Background: an optimization exercise with open tools, aiming at small area. Do not read the settings as production practice.
RTL that was checked went through simulation tests only; none was proved equivalent to the original.

Design accelerate_matrix, start of the top module:
module accelerate_matrix (
    input clk,
    input rst,
    input [31:0]wmatrix,
    input [31:0]xmatrix,
    input [31:0]bias,
    output reg [15:0]out1,
    output reg [15:0]out2,
    output reg [15:0]out3,
    output reg [15:0]out4
);
clock: 10.0 ns
lec_check: 0
abc_area: 1
cap_margin: 20
core_margin: 2
core_utilization: 60
cts_buf_list: sky130_fd_sc_hd__clkbuf_16
cts_cluster_diameter: 80
cts_cluster_size: 30
gpl_timing_driven: 0
place_density: 0.75
slew_margin: 20
synth_hierarchical: 1
synth_minimum_keep_size: 0
standard.sh (not shown) runs the stock make flow with config.mk's settings and CLKGATE_MAP_FILE= SYNTH_SCRIPT=/design/flow/synth_recipe.tcl, a recipe that flattens the netlist after the stock synthesis.
==> flow/flow/run.sh <==
#!/bin/bash
# The standard layout (standard.sh: the ORFS flow and synthesis, unchanged),
# with changes that only affect buffering and sizing:
#  - the port buffers are the smallest buffer cell instead of clkdlybuf4s50_1
#    (every port still gets its own buffer);
#  - the buffers Yosys/ABC put in are removed at floorplan, as the
#    timing-driven placement would otherwise do;
#  - clock tree synthesis gets the same settings as config.mk gives it, and
#    inserts no dummy loads.
set -euo pipefail
export BUFFER_PORTS_ARGS="-buffer_cell sky130_fd_sc_hd__buf_1"
export REMOVE_ABC_BUFFERS=1
export CTS_ARGS="-sink_clustering_enable -repair_clock_nets -sink_clustering_size 30 -sink_clustering_max_diameter 80 -buf_list sky130_fd_sc_hd__clkbuf_16 -dont_use_dummy_load"
bash standard.sh finish > standard_flow.log 2>&1
Edit:
--- a/flow/design.v
+++ b/flow/design.v
@@ -12,76 +12,86 @@
 );
     reg [3:0] p;
     always @(posedge clk or posedge rst) begin
         if (rst)
             p <= 4'd0;
         else
             p <= (p == 4'd12) ? 4'd0 : p + 4'd1;
     end
     wire ld_w = (p >= 4'd1) && (p <= 4'd4);            
     wire ld_b = (p == 4'd1);                           
     wire ld_p = (p == 4'd1) || (p == 4'd2);            
     wire ld_q = (p == 4'd3) || (p == 4'd4);            
-    wire hi   = (p >= 4'd8) && (p <= 4'd11);           
+    wire mv   = (p >= 4'd7) && (p <= 4'd10);           
     reg [31:0] r0, r1, r2, r3;
     always @(posedge clk) begin
         r0 <= r1;
         r1 <= r2;
         r2 <= r3;
         r3 <= ld_w ? wmatrix : r0;
     end
     reg [7:0] s0, s1, s2, s3;
     always @(posedge clk) begin
         if (ld_b) begin
             s0 <= bias[31:24];
             s1 <= bias[23:16];
             s2 <= bias[15:8];
             s3 <= bias[7:0];
         end else begin
             s0 <= s1;
             s1 <= s2;
             s2 <= s3;
             s3 <= s0;
         end
     end
     reg [31:0] xp0, xp1, xq0, xq1;
+    reg [14:0] e0, e1, e2, o0, o1, o2;
     always @(posedge clk) begin
-        xp0 <= xp1;
+        xp0[29:0] <= mv ? {o2, e2} : xp1[29:0];
+        xp0[31:30] <= xp1[31:30];
         xp1 <= ld_p ? xmatrix : xp0;
         xq0 <= xq1;
         xq1 <= ld_q ? xmatrix : xq0;
     end
+    reg hi;
+    always @(posedge clk)
+        hi <= (p >= 4'd7) && (p <= 4'd10);
     wire [31:0] xa = hi ? xq1 : xp1;
     wire [31:0] xb = hi ? xq0 : xp0;
-    wire [14:0] ya, yb;
-    dot_unit ua (.w(r1), .x(xa), .b(s2), .y(ya));
-    dot_unit ub (.w(r1), .x(xb), .b(s2), .y(yb));
+    wire [15:0] sa, sb;
+    dot_unit ua (.w(r1), .x(xa), .b(s2), .sn(sa));
+    dot_unit ub (.w(r1), .x(xb), .b(s2), .sn(sb));
     wire ev = ~p[0];
-    reg [14:0] e0, e1, e2, e3, e4, o0, o1, o2, o3, o4;
+    wire na_e = ~(ev & sa[15]);
+    wire nb_e = ~(~ev & sb[15]);
+    wire na_o = ~(~ev & sa[15]);
+    wire nb_o = ~(ev & sb[15]);
+    wire [14:0] e_d = ~(({15{na_e}} | sa[14:0]) & ({15{nb_e}} | sb[14:0]));
+    wire [14:0] o_d = ~(({15{na_o}} | sa[14:0]) & ({15{nb_o}} | sb[14:0]));
     always @(posedge clk) begin
-        e0 <= ev ? ya : yb; e1 <= e0; e2 <= e1; e3 <= e2; e4 <= e3;
-        o0 <= ev ? yb : ya; o1 <= o0; o2 <= o1; o3 <= o2; o4 <= o3;
+        e0 <= e_d; e1 <= e0; e2 <= e1;
+        o0 <= o_d; o1 <= o0; o2 <= o1;
     end
     always @(*) begin
-        out1 = {1'b0, e4};
-        out2 = {1'b0, o4};
+        out1 = {1'b0, xp1[14:0]};
+        out2 = {1'b0, xp1[29:15]};
         out3 = {1'b0, e0};
         out4 = {1'b0, o0};
     end
 endmodule
 module dot_unit (
     input  [31:0] w,
     input  [31:0] x,
     input  [7:0]  b,
-    output [14:0] y
+    output [15:0] sn
 );
   wire t1 = ~(w[0] & x[0]);
   wire t2 = ~(w[0] & x[1]);
   wire t3 = ~(w[0] & x[2]);
   wire t4 = ~(w[0] & x[3]);
   wire t5 = ~(w[0] & x[4]);
   wire t6 = ~(w[0] & x[5]);
   wire t7 = ~(w[0] & x[6]);
   wire t8 = ~(w[0] & x[7]);
   wire t9 = ~(w[1] & x[0]);
   wire t10 = ~(w[1] & x[1]);
   wire t11 = ~(w[1] & x[2]);
@@ -836,35 +846,33 @@
   FA u_t759 (.a(t728), .b(t729), .c(t758), .s(t759), .co(t760));
   wire t761, t762;
   FA u_t761 (.a(t730), .b(t731), .c(t760), .s(t761), .co(t762));
   wire t763, t764;
   FA u_t763 (.a(t732), .b(t733), .c(t762), .s(t763), .co(t764));
   wire t765, t766;
   FA u_t765 (.a(t734), .b(t735), .c(t764), .s(t765), .co(t766));
   wire t767, t768;
   FA u_t767 (.a(t736), .b(t737), .c(t766), .s(t767), .co(t768));
   wire t769, t770;
   FA u_t769 (.a(t738), .b(t739), .c(t768), .s(t769), .co(t770));
   wire t771 = t740 ^ t741 ^ t770;
-  wire [15:0] sn;   
   assign sn[0] = t711;
   assign sn[1] = t743;
   assign sn[2] = t745;
   assign sn[3] = t747;
   assign sn[4] = t749;
   assign sn[5] = t751;
   assign sn[6] = t753;
   assign sn[7] = t755;
   assign sn[8] = t757;
   assign sn[9] = t759;
   assign sn[10] = t761;
   assign sn[11] = t763;
   assign sn[12] = t765;
   assign sn[13] = t767;
   assign sn[14] = t769;
   assign sn[15] = t771;
-  assign y = sn[15] ? ~sn[14:0] : 15'd0;
 endmodule
 module FA (input a, input b, input c, output s, output co);
   assign s  = a ^ b ^ c;
   assign co = (a & b) | (a & c) | (b & c);
 endmodule
What happened: Final area came out lower by a few percent; first-iteration DRC count came out lower by a little under a tenth; hold slack loses 0.016 ns; maximum frequency is about the same; wire length came out lower slightly; setup slack gains 0.017 ns; global-route usage came out higher by 0.41 points; via count came out lower by a few percent; die area came out lower by a few percent; final cell count came out lower by a few percent.
Only the layout flow was run in the first run of this note; the RTL was not checked for function there.

## port drivers added, routing unchanged
No port has a modelled driver above. Below, the same layouts with a new extraction and two added sets of constraints.
Step 1 sets driving cells, clkbuf_16 on the clock port and buf_2 on the other inputs (assumed; they add their load-dependent delay and slew).
Step 2 also shifts input and output timing later by t, the mid clock arrival at the registers, as if the neighbouring blocks saw the same clock.
a / b / c = ideal ports / drivers / drivers and shift; a / b = the first two.
| run | shift t [ns] | setup slack, ns | worst hold slack (ns) | worst register clock-pin slew, ns | worst slew at a driven data input, ns |
|---|---|---|---|---|---|
| the first run | 0.597 | 0.317 / 0.317 / 0.317 | 0.304 / 0.304 / 0.304 | 0.11 / 0.11 | 0.04 |
| the second run | 0.580 | 0.334 / 0.334 / 0.334 | 0.288 / 0.288 / 0.288 | 0.11 / 0.11 | 0.05 |
After both steps setup and hold are still met in every run listed.
